This is an optimization exercise on Yosys and OpenROAD, whose aim is small area, not a production implementation.
In this exercise RTL edits were held to simulation tests only and were not proved equivalent to the original.
Power and IR drop assume default switching activity.

File: flow/run.sh
#!/bin/bash
# synth_recipe.tcl (not shown) runs the flow's synth.tcl, then flattens the netlist and writes it again
# the make line also repeats each setting of config.mk as NAME=value (left out here)
make -C /OpenROAD-flow-scripts/flow DESIGN_CONFIG=/design/flow/config.mk WORK_HOME=/design/flow/orfs CLKGATE_MAP_FILE= SYNTH_SCRIPT=/design/flow/synth_recipe.tcl finish
File: flow/config.mk
export PLATFORM = sky130hd
export DESIGN_NAME = Top_Module_Controller_and_FIR
export DESIGN_NICKNAME = Top_Module_Controller_and_FIR
export VERILOG_FILES = /design/flow/design.v
export SDC_FILE = /design/flow/constraint.sdc
export NUM_CORES = 4
export LEC_CHECK = 0
export CAP_MARGIN = 20
export CORE_MARGIN = 2
export CORE_UTILIZATION = 40
export SLEW_MARGIN = 20
File: flow/constraint.sdc
create_clock -name core_clock -period 10.0 [get_ports {clk}]
set_input_delay 2.0000 -clock core_clock [delete_from_list [all_inputs] [get_ports {clk}]]
set_output_delay 2.0000 -clock core_clock [all_outputs]
set_load 0.01 [all_outputs]
File: flow/design.v
module FIR_Filter_Optimized(
  input clk,
  input CLK_Filter,
  input rst_n,
  input wire[7:0] ADC_Value,
  output reg[19:0] Out_Filtered);
wire signed[8:0] coeffs[21:0];
reg [15:0] previous_Value[21:0];
reg [19:0] product[21:0];
assign coeffs[0]=2;
assign coeffs[1]=10;
assign coeffs[2]=16;
assign coeffs[3]=28;
assign coeffs[4]=43;
assign coeffs[5]=60;
assign coeffs[6]=78;
assign coeffs[7]=95;
assign coeffs[8]=111;
assign coeffs[9]=122;
assign coeffs[10]= 128;
always @(posedge clk)
begin
    if(rst_n)
        begin
	product[0] <= 0;
	product[1] <= 0;
	product[2] <= 0;
	product[3] <= 0;
	product[4] <= 0;
	product[5] <= 0;
	product[6] <= 0;
	product[7] <= 0;
	product[8] <= 0;
	product[9] <= 0;
	product[10] <= 0;
	product[11] <= 0;
	product[12] <= 0;
	product[13] <= 0;
	product[14] <= 0;
	product[15] <= 0;
	product[16] <= 0;
	product[17] <= 0;
	product[18] <= 0;
	product[19] <= 0;
	product[20] <= 0;
	product[21] <= 0;
	previous_Value[21]     <= 0;
        previous_Value[20]     <= 0;
	previous_Value[19]     <= 0;
        previous_Value[18]     <= 0;
	previous_Value[17]     <= 0;
        previous_Value[16]     <= 0;
	previous_Value[15]     <= 0;
        previous_Value[14]     <= 0;
       	previous_Value[13]     <= 0;
        previous_Value[12]     <= 0;
	previous_Value[11]     <= 0;
        previous_Value[10]     <= 0;
       	previous_Value[9]     <= 0;
        previous_Value[8]     <= 0;
	previous_Value[7]     <= 0;
        previous_Value[6]     <= 0;
       	previous_Value[5]     <= 0;
        previous_Value[4]     <= 0;
	previous_Value[3]     <= 0;
        previous_Value[2]     <= 0;
       	previous_Value[1]     <= 0;
        previous_Value[0]     <= 0;
        Out_Filtered    <= 0;
        end
    else if (CLK_Filter)
        begin     
	previous_Value[21]     <= previous_Value[20];
       	previous_Value[20]     <= previous_Value[19];
	previous_Value[19]     <= previous_Value[18];
        previous_Value[18]     <= previous_Value[17];
        previous_Value[17]     <= previous_Value[16];
        previous_Value[16]     <= previous_Value[15];
	previous_Value[15]     <= previous_Value[14];
        previous_Value[14]     <= previous_Value[13];
        previous_Value[13]     <= previous_Value[12];
        previous_Value[12]     <= previous_Value[11];
	previous_Value[11]     <= previous_Value[10];
        previous_Value[10]     <= previous_Value[9];
        previous_Value[9]     <= previous_Value[8];
        previous_Value[8]     <= previous_Value[7];
	previous_Value[7]     <= previous_Value[6];
        previous_Value[6]     <= previous_Value[5];
        previous_Value[5]     <= previous_Value[4];
        previous_Value[4]     <= previous_Value[3];
        previous_Value[3]     <= previous_Value[2];
        previous_Value[2]     <= previous_Value[1];
        previous_Value[1]     <= previous_Value[0];
        previous_Value[0]     <= ADC_Value;
	product[0] <= coeffs[0] * previous_Value[0];
		product[1] <= coeffs[1] * previous_Value[1];
		product[2] <= coeffs[2] * previous_Value[2];
		product[3] <= coeffs[3] * previous_Value[3];
		product[4] <= coeffs[4] * previous_Value[4];
		product[5] <= coeffs[5] * previous_Value[5];
		product[6] <= coeffs[6] * previous_Value[6];
		product[7] <= coeffs[7] * previous_Value[7];
		product[8] <= coeffs[8] * previous_Value[8];
		product[9] <= coeffs[9] * previous_Value[9];
		product[10] <= coeffs[10] * previous_Value[10];
		product[11] <= coeffs[10] * previous_Value[11];
		product[12] <= coeffs[9] * previous_Value[12];
		product[13] <= coeffs[8] * previous_Value[13];
		product[14] <= coeffs[7] * previous_Value[14];
		product[15] <= coeffs[6] * previous_Value[15];
		product[16] <= coeffs[5] * previous_Value[16];
		product[17] <= coeffs[4] * previous_Value[17];
		product[18] <= coeffs[3] * previous_Value[18];
		product[19] <= coeffs[2] * previous_Value[19];
		product[20] <= coeffs[1] * previous_Value[20];
		product[21] <= coeffs[0] * previous_Value[21];	
	 Out_Filtered <= (product[0] + product[1] + 
                              product[2] + product[3] + product[4] + product[5] + 
                              product[6] + product[7] + product[8] + product[9] + 
                              product[10] + product[11] + product[12] + product[13] + 
                              product[14] + product[15] + product[16] + product[17] + 
                              product[18] + product[19] + product[20] + product[21]);
	end
end
endmodule
module Controller_StateMachine(ADC,clk,Find_Setting, rst_n, LED_Drive,DC_Comp,LED_IR,LED_RED,PGA_Gain, RED_ADC_Value, IR_ADC_Value, CLK_Filter);
	output reg [3:0] LED_Drive;
	output reg [6:0] DC_Comp;
	output reg LED_IR;
	output reg LED_RED;
	output reg [3:0] PGA_Gain;
	output reg [7:0] RED_ADC_Value;
	output reg [7:0] IR_ADC_Value;
	output reg CLK_Filter;
	input wire [7:0] ADC;
	input wire clk;
	input wire rst_n;
	input wire Find_Setting;
	reg [6:0] RED_OP;
	reg [3:0] RED_Gain;
	reg [6:0] IR_OP;
	reg [3:0] IR_Gain;
	reg [7:0] V_offset;
	reg [3:0] acceptable_offset;
	reg [7:0] V_min_1s;
	reg [7:0] V_max_1s;
	reg [15:0] Gain_wait_time;
	reg [15:0] Alternating_Wait_Time;
	reg [15:0] Counter_CLK_Filter;
	reg [15:0] Min_Max_Wait_Counter;
	reg Min_Max_Found;
	reg [7:0] Min_Max_Difference;
	reg [7:0] DC_Middle;
	reg idle_state;
	reg [3:0] currentState;
	reg [3:0] previousState;
	reg [3:0] nextState;
	parameter Reset_State = 0;
	parameter Find_New_Settings_State=1;
	parameter RED_LED_OP_Search_State =2;
	parameter RED_LED_Gain_Search_State =3 ;
	parameter INRED_OP_Search_State =4;
	parameter INRED_Gain_Search_State =5 ;
	parameter Alternating_RED_LED_State = 6;
	parameter Alternating_IR_LED_State = 7;
	parameter Alternating_LED_State = 8;
	parameter FIR_Filter_State = 9;
	parameter Idle_State = 10;
	reg CLK_Filter_v;
	reg [7:0] RED_ADC_Value_v;
	reg [7:0] IR_ADC_Value_v;
	always@(posedge clk) begin
		if(rst_n ==1)
			begin
			Counter_CLK_Filter=0;
			CLK_Filter_v = 0;
			end
		if(Counter_CLK_Filter==1)
			begin
			Counter_CLK_Filter = 0;
			if (CLK_Filter_v == 1)
				CLK_Filter_v=0;
			else
				CLK_Filter_v =1;
			end
		Counter_CLK_Filter = Counter_CLK_Filter+1;
		CLK_Filter <= CLK_Filter_v;
	end
	always@(posedge clk) begin    		 
		if (Find_Setting==1)
			begin
			currentState = Find_New_Settings_State;
			end
		if (rst_n == 1)
			begin
			currentState  = Reset_State;
			nextState     = Reset_State;
			previousState = Reset_State;
			end
	case(currentState)
			Reset_State:
				begin					
					LED_Drive = 10;
					DC_Comp = 0;  
					LED_IR = 0;	 
					LED_RED = 1 ;  
					PGA_Gain = 0;  
					V_offset = 0;
					acceptable_offset = 10;
					Gain_wait_time = 545;
					Min_Max_Wait_Counter=0;
					V_min_1s = 255;
					V_max_1s = 0;
					DC_Middle = 0;
					Min_Max_Found=0;
					Min_Max_Difference=0;
					Alternating_Wait_Time = 10;
					IR_ADC_Value_v = 0;
					RED_ADC_Value_v = 0;
					currentState = nextState;  
				end
			Find_New_Settings_State:
				begin
					currentState = 	RED_LED_OP_Search_State;		
				end
			RED_LED_OP_Search_State:
				begin
					if (Min_Max_Wait_Counter<20)
						begin
						if(ADC < V_min_1s)
							V_min_1s = ADC;
						if(ADC > V_max_1s)
							V_max_1s = ADC;
						end
					else
						begin
						Min_Max_Difference = V_max_1s-V_min_1s;
						DC_Middle =  (Min_Max_Difference >>2) + V_min_1s;
						if(DC_Middle < 127)
							V_offset = 127-DC_Middle;
						else
							V_offset = DC_Middle-127;
						V_max_1s = 0;
						V_min_1s = 255;
						Min_Max_Wait_Counter = 0;
						Min_Max_Found = 1;
						end
					if(V_offset<= acceptable_offset & Min_Max_Found == 1)
						begin
						RED_OP = DC_Comp;
						Min_Max_Found=0;
						currentState = RED_LED_Gain_Search_State;
					 	end
					if(Min_Max_Found == 1 & V_min_1s > 127)
						begin
						DC_Comp = DC_Comp +10;
						Min_Max_Found = 0;
						end
					else if (Min_Max_Found == 1 & V_max_1s < 127)
						begin
						DC_Comp = DC_Comp-10;
						Min_Max_Found = 0;
						end
					else if ( Min_Max_Found == 1 & DC_Middle < 127)
						begin
						DC_Comp = DC_Comp-5;
						Min_Max_Found = 0;
						end
					else if (Min_Max_Found == 1 & DC_Middle > 127)
						begin
						DC_Comp = DC_Comp+5;
						Min_Max_Found = 0;
						end
					Min_Max_Wait_Counter = Min_Max_Wait_Counter+1;
				end
			RED_LED_Gain_Search_State:
				begin
					if(ADC < 240 & ADC > 5 & Gain_wait_time >= 545)  
					begin
					PGA_Gain = PGA_Gain + 1;
					Gain_wait_time = 0;
					end
				if (ADC > 240 | ADC < 5)
					begin
					RED_Gain = PGA_Gain;
					Gain_wait_time = 0;
					currentState = Reset_State;  
					nextState = INRED_OP_Search_State;
					end	
				Gain_wait_time = Gain_wait_time + 1;
				end
			INRED_OP_Search_State:
				begin
					LED_IR = 1;	 
					LED_RED = 0;
					if (Min_Max_Wait_Counter<20)
						begin
						if(ADC < V_min_1s)
							V_min_1s = ADC;
						if(ADC > V_max_1s)
							V_max_1s = ADC;
						end
					else
						begin
						Min_Max_Difference = V_max_1s-V_min_1s;
						DC_Middle =  (Min_Max_Difference >>2) + V_min_1s;
						if(DC_Middle < 127)
							V_offset = 127-DC_Middle;
						else
							V_offset = DC_Middle-127;
						V_max_1s = 0;
						V_min_1s = 255;
						Min_Max_Wait_Counter = 0;
						Min_Max_Found = 1;
						end
					if(V_offset<= acceptable_offset & Min_Max_Found == 1)
						begin
						IR_OP = DC_Comp;
						Min_Max_Found=0;
						currentState = INRED_Gain_Search_State;
					 	end
					if(Min_Max_Found == 1 & V_min_1s > 127)
						begin
						DC_Comp = DC_Comp +10;
						Min_Max_Found = 0;
						end
					else if (Min_Max_Found == 1 & V_max_1s < 127)
						begin
						DC_Comp = DC_Comp- 10;
						Min_Max_Found = 0;
						end
					else if ( Min_Max_Found == 1 & DC_Middle < 127)
						begin
						DC_Comp = DC_Comp-5;
						Min_Max_Found = 0;
						end
					else if (Min_Max_Found == 1 & DC_Middle > 127)
						begin
						DC_Comp = DC_Comp+5;
						Min_Max_Found = 0;
						end
					Min_Max_Wait_Counter = Min_Max_Wait_Counter+1;
				end
			INRED_Gain_Search_State:
				begin
					if(ADC < 240 & ADC > 5 & Gain_wait_time >= 545) 
					begin
					PGA_Gain = PGA_Gain +1;
					Gain_wait_time = 0;
					end
				if (ADC > 240 | ADC < 5)
					begin
					IR_Gain = PGA_Gain;
					Gain_wait_time = 0;
					currentState = Alternating_LED_State;
					end	
				Gain_wait_time = Gain_wait_time + 1;
				end
			Alternating_LED_State:
				begin
				if(Alternating_Wait_Time >= 10)  
					begin
					Alternating_Wait_Time = 0;
					if(previousState == Alternating_IR_LED_State)
						currentState= Alternating_RED_LED_State;
					else if(previousState == Alternating_RED_LED_State)
						currentState= Alternating_IR_LED_State;
					else 	
						currentState= Alternating_RED_LED_State;
					end
				if(previousState == Alternating_IR_LED_State)
					begin
					IR_ADC_Value_v = ADC;	 
					end
				if(previousState == Alternating_RED_LED_State)
					begin
					RED_ADC_Value_v = ADC;	 
					end
				Alternating_Wait_Time = Alternating_Wait_Time+1;
				end
			Alternating_RED_LED_State:
				begin
				LED_IR = 0;	 
				LED_RED = 1;
				DC_Comp = RED_OP;
				PGA_Gain = RED_Gain;
				currentState = Alternating_LED_State;
				previousState = Alternating_RED_LED_State;
				end
			Alternating_IR_LED_State:
				begin
				LED_IR = 1;	 
				LED_RED = 0;
				DC_Comp = IR_OP;
				PGA_Gain = IR_Gain;
				currentState = Alternating_LED_State;
				previousState = Alternating_IR_LED_State;
				end
			FIR_Filter_State:
				begin
				idle_state =1 ;
				end 
		endcase
		RED_ADC_Value <= RED_ADC_Value_v;
		IR_ADC_Value <= IR_ADC_Value_v;
end	
endmodule
module Top_Module_Controller_and_FIR(ADC,clk,Find_Setting, rst_n, LED_Drive,DC_Comp,LED_IR,LED_RED,PGA_Gain,Out_IR_Filtered,Out_RED_Filtered);
	output wire [3:0] LED_Drive;
	output wire [6:0] DC_Comp;
	output wire LED_IR;
	output wire LED_RED;
	output wire [3:0] PGA_Gain;
	wire [7:0] RED_ADC_Value;
	wire [7:0] IR_ADC_Value;
	wire CLK_Filter;
	input wire [7:0] ADC;
	input wire clk;
	input wire rst_n;
	input wire Find_Setting;
	output wire[19:0] Out_IR_Filtered;
	output wire[19:0] Out_RED_Filtered;	
	Controller_StateMachine Controller(
	.LED_Drive(LED_Drive), 
	.DC_Comp(DC_Comp), 
	.LED_IR(LED_IR), 
	.LED_RED(LED_RED), 
	.PGA_Gain(PGA_Gain),
	.RED_ADC_Value(RED_ADC_Value),
	.IR_ADC_Value(IR_ADC_Value),
	.CLK_Filter(CLK_Filter),
	.ADC(ADC), 
	.clk(clk),
	.rst_n(rst_n),
	.Find_Setting(Find_Setting));
	FIR_Filter_Optimized FIR_Filter_RED(
	.clk(clk),
	.CLK_Filter(CLK_Filter),
	.rst_n(rst_n),
	.ADC_Value(RED_ADC_Value),
	.Out_Filtered(Out_RED_Filtered)
	);
	FIR_Filter_Optimized FIR_Filter_IR(
	.clk(clk),
	.CLK_Filter(CLK_Filter),
	.rst_n(rst_n),
	.ADC_Value(IR_ADC_Value),
	.Out_Filtered(Out_IR_Filtered)
	);
endmodule
==> impl_metrics.ini <==
[status]
status = timing/DRC/antenna clean

[power]
powerDensity_nw_per_um2 = 137
internal-power_mw = 7.61
p_sw_mw = 3.59
p_total_mw = 11.2
pwr-share-seq_pct = 37.4
combPwrFrac_pct = 24.3
pwr-share-clk_pct = 38.3
swShare_pct = 32.0
ir_worst_vdd_mv = 0.205
p_leak_nw = 40.2

[timing]
finalClockSkew_ns = 0.0327
slew_viol_final = 0
timing.final.ws_setup_ns = 2.94
hold_viol_final = 0
hold_slack_ns = 0.461
slew_headroom_pct = 26.7
tns_ns = 0
fin_crit_sh_pct = 70.6
max_freq_ghz = 0.142
setup_viol = 0
tightest_slew_ns = 1.10
rsz0062_at_grt = no
min_period_ns = 7.06

[floorplan]
die_y_um = 437
start_util_pct = 40.3
coreArea_um2 = 186000
dieArea_um2 = 191000
row_count = 158
ioPinCount = 68
die_w_um = 437

[worst_setup_path]
critPathMaxFanout = 10
arrival_ns = 7.65
crit_path_start_kind = register
cp_data_required_time_ns = 10.59
worstSetupEndpointType = register
cpPeakStageDelay_ns = 0.40
cpMostUsedCell = o21a_1
r2r_cells = 32
crit_path_top_delay_cell = edfxtp_1
path_class = register to register

[min_path]
min_path_type = register to register
hold_depth = 2

[detailed_routing]
routed_wirelength_um = 172000
via_per_inst = 4.94
firstDrtPassIters = 5
first_iter_violations = 2322
vias = 49300
drc = 0
final_antenna_net_count = 0
wl_per_cell_um = 17.2

[yosys]
yosys_warnings = 4
synth_cells = 7407
synth-seq-cells = 953
synth.yosys.seq_area_share_pct = 27.2
syn_area_per_cell_um2 = 10.1
yosysUniqueCellTypes = 79
async_flop_share_pct = 0
synth_edf_count = 132
synthFlopType = dfxtp_1
syn_area_um2 = 74900

[global_routing]
grt_overflow_total = 0
grt_util_all_layers_pct = 18.5
grt_pass1_vias = 51600
grt_start_max_net_pins = 204
antenna_found_initial = 1
grt_pass1_wl_um = 284000

[cells_and_area]
final_cell_mix = inv_1, nor2_1, ha_1
area_growth_pct = 9.48
drive_gt1_share_pct = 3.17
fin_util_pct = 44.2
nets = 9195
final_common_cell = inv_1
multi_input_area_um2 = 49300
regArea_um2 = 20400
nFillCells = 17700

[clock_network]
cts_buffer_depth = 3
cts_tree = built
cts_hold_buf = 0
cts_setup_buffers = 0
ctsResizeCount = 0
insertion_delay_ns = 0.76
cts_num_sinks = 953
clk_pin_slew_ns = 0.06
cts_root_buf = clkbuf_16
cts_max_level = 3
cts_buffers = 111

[flow_run]
cap_violations = 0

[placement]
dp_hpwl_um = 132000
gp_congestion = 0.867
port_buffers = 63
place_ws_ns = 3.00
## path summary, 6_finish.rpt
path                                                           start                                  end  slack [ns]
worst max register to register  Controller.V_min_1s[1]$_SDFFCE_PN1P_      Controller.DC_Comp[6]$_DFFE_PP_        2.94
worst min register to register   Controller.previousState[1]$_DFF_P_  Controller.previousState[1]$_DFF_P_        0.46
worst min-delay path             Controller.previousState[1]$_DFF_P_  Controller.previousState[1]$_DFF_P_        0.46
worst max-delay path            Controller.V_min_1s[1]$_SDFFCE_PN1P_      Controller.DC_Comp[6]$_DFFE_PP_        2.94
## layout make-up
class	instances	share of cell area [%]
multi-input combinational	5061	60.1
sequential	953	24.9
inverter	1183	5.43
clock buffer	150	3.89
tap	2480	3.78
timing repair buffer	96	1.12
clock inverter	57	0.815
antenna	1	0.00305
## synth_stat cells, types with 54 or more instances
cell      number  area share [%]
o21bai_1     127             1.3
dfxtp_1      821              22
nor2_1      1022             5.1
nand2_1      199             1.0
buf_1         63            0.32
clkbuf_1     166            0.83
nor3_1        54            0.36
edfxtp_1     132             5.3
xnor2_1      233             2.7
o21ai_0       64            0.43
xor2_1        74            0.87
fa_1         868              23
a21oi_1      361             2.4
a21o_1        90            0.90
a211oi_1      55            0.55
mux2i_1      593             7.9
ha_1         910              15
inv_1       1181             5.9
## logic make-up after synthesis
logic type,synth area share [%]
flops,27.2
buf+inv,7.14
mux,7.94
other cells,0.0100
simple gates,8.46
xor+xnor,3.59
fa+ha+maj,38.4
compound gates,7.20
## metrics by stage
stage          area (um2)  cells
5_1_grt             82000   9980
2_1_floorplan       75000   7432
4_1_cts             82000   9980
6_report            82000   9981
3_3_place_gp        78100   9773
3_5_place_dp        78100   9773
## metal layers
metal / GRT usage [%] / share of wire (%)
met1: 26.0 / 48
met2: 30.4 / 47
met3: 2.05 / 3.4
met4: 4.35 / 1.9
met5: 0 / 0.0076
## sequential cells by signal, summed over array words and instances (netlist names), 7 cells and up
name                              flops
Controller.Gain_wait_time            16
FIR_Filter_RED.Out_Filtered          20
FIR_Filter_RED.product              216
Controller.IR_OP                      7
Controller.Counter_CLK_Filter        16
Controller.RED_OP                     7
Controller.Min_Max_Wait_Counter      16
Controller.DC_Middle                  8
Controller.IR_ADC_Value_v             8
Controller.DC_Comp                    7
Controller.RED_ADC_Value_v            8
Controller.V_offset                   8
FIR_Filter_IR.product               216
FIR_Filter_IR.previous_Value        160
FIR_Filter_RED.previous_Value       160
Controller.V_max_1s                   8
Controller.V_min_1s                   8
FIR_Filter_IR.Out_Filtered           20
Controller.Alternating_Wait_Time     16
## power by group through the flow
stage               sequential [mW]  combinational (mW)  clock (mW)
floorplan                      4.19                2.06           0
global placement               4.27                2.72           0
detailed placement             4.27                2.75           0
CTS                            4.19                2.76        4.41
global route                   4.21                3.00        4.55
finish                         4.18                2.72        4.29
## critical path, delay by kind of cell (launching register included)
kind / cells / cell delay, ns
xor gates and xnor gates: 1 / 0.14
DFF: 1 / 0.40
adders and majority gates: 3 / 0.89
AOI/OAI and AO/OA: 14 / 2.95
buffers and inverters: 2 / 0.25
and+or+nand+nor: 12 / 2.22

[static timing again, ports no longer ideal]
In the flow no input, the clock included, has a driving cell. The finished layout below was timed again as built, in two steps.
Step 1 sets driving cells, clkbuf_16 on the clock port and buf_2 on the other inputs (assumed; they add their load-dependent delay and slew).
Step 2 times the ports against the registers' clock, not the clock port: input delays grow and output delays shrink by t, the midpoint of the rising clock arrivals with the driver on.
a / b / c = no drivers / after step 1 / after step 2; a / b = the first two.
t (ns): 0.830
setup slack, ns: 2.941 / 2.941 / 2.941
clock arrival spread, ns: 0.040 / 0.040
pins driven straight from the clock port: 1
After both steps this run still meets setup and hold. The setup slack of this run moves by 0.000 ns with the drivers and by 0.000 ns with both steps.
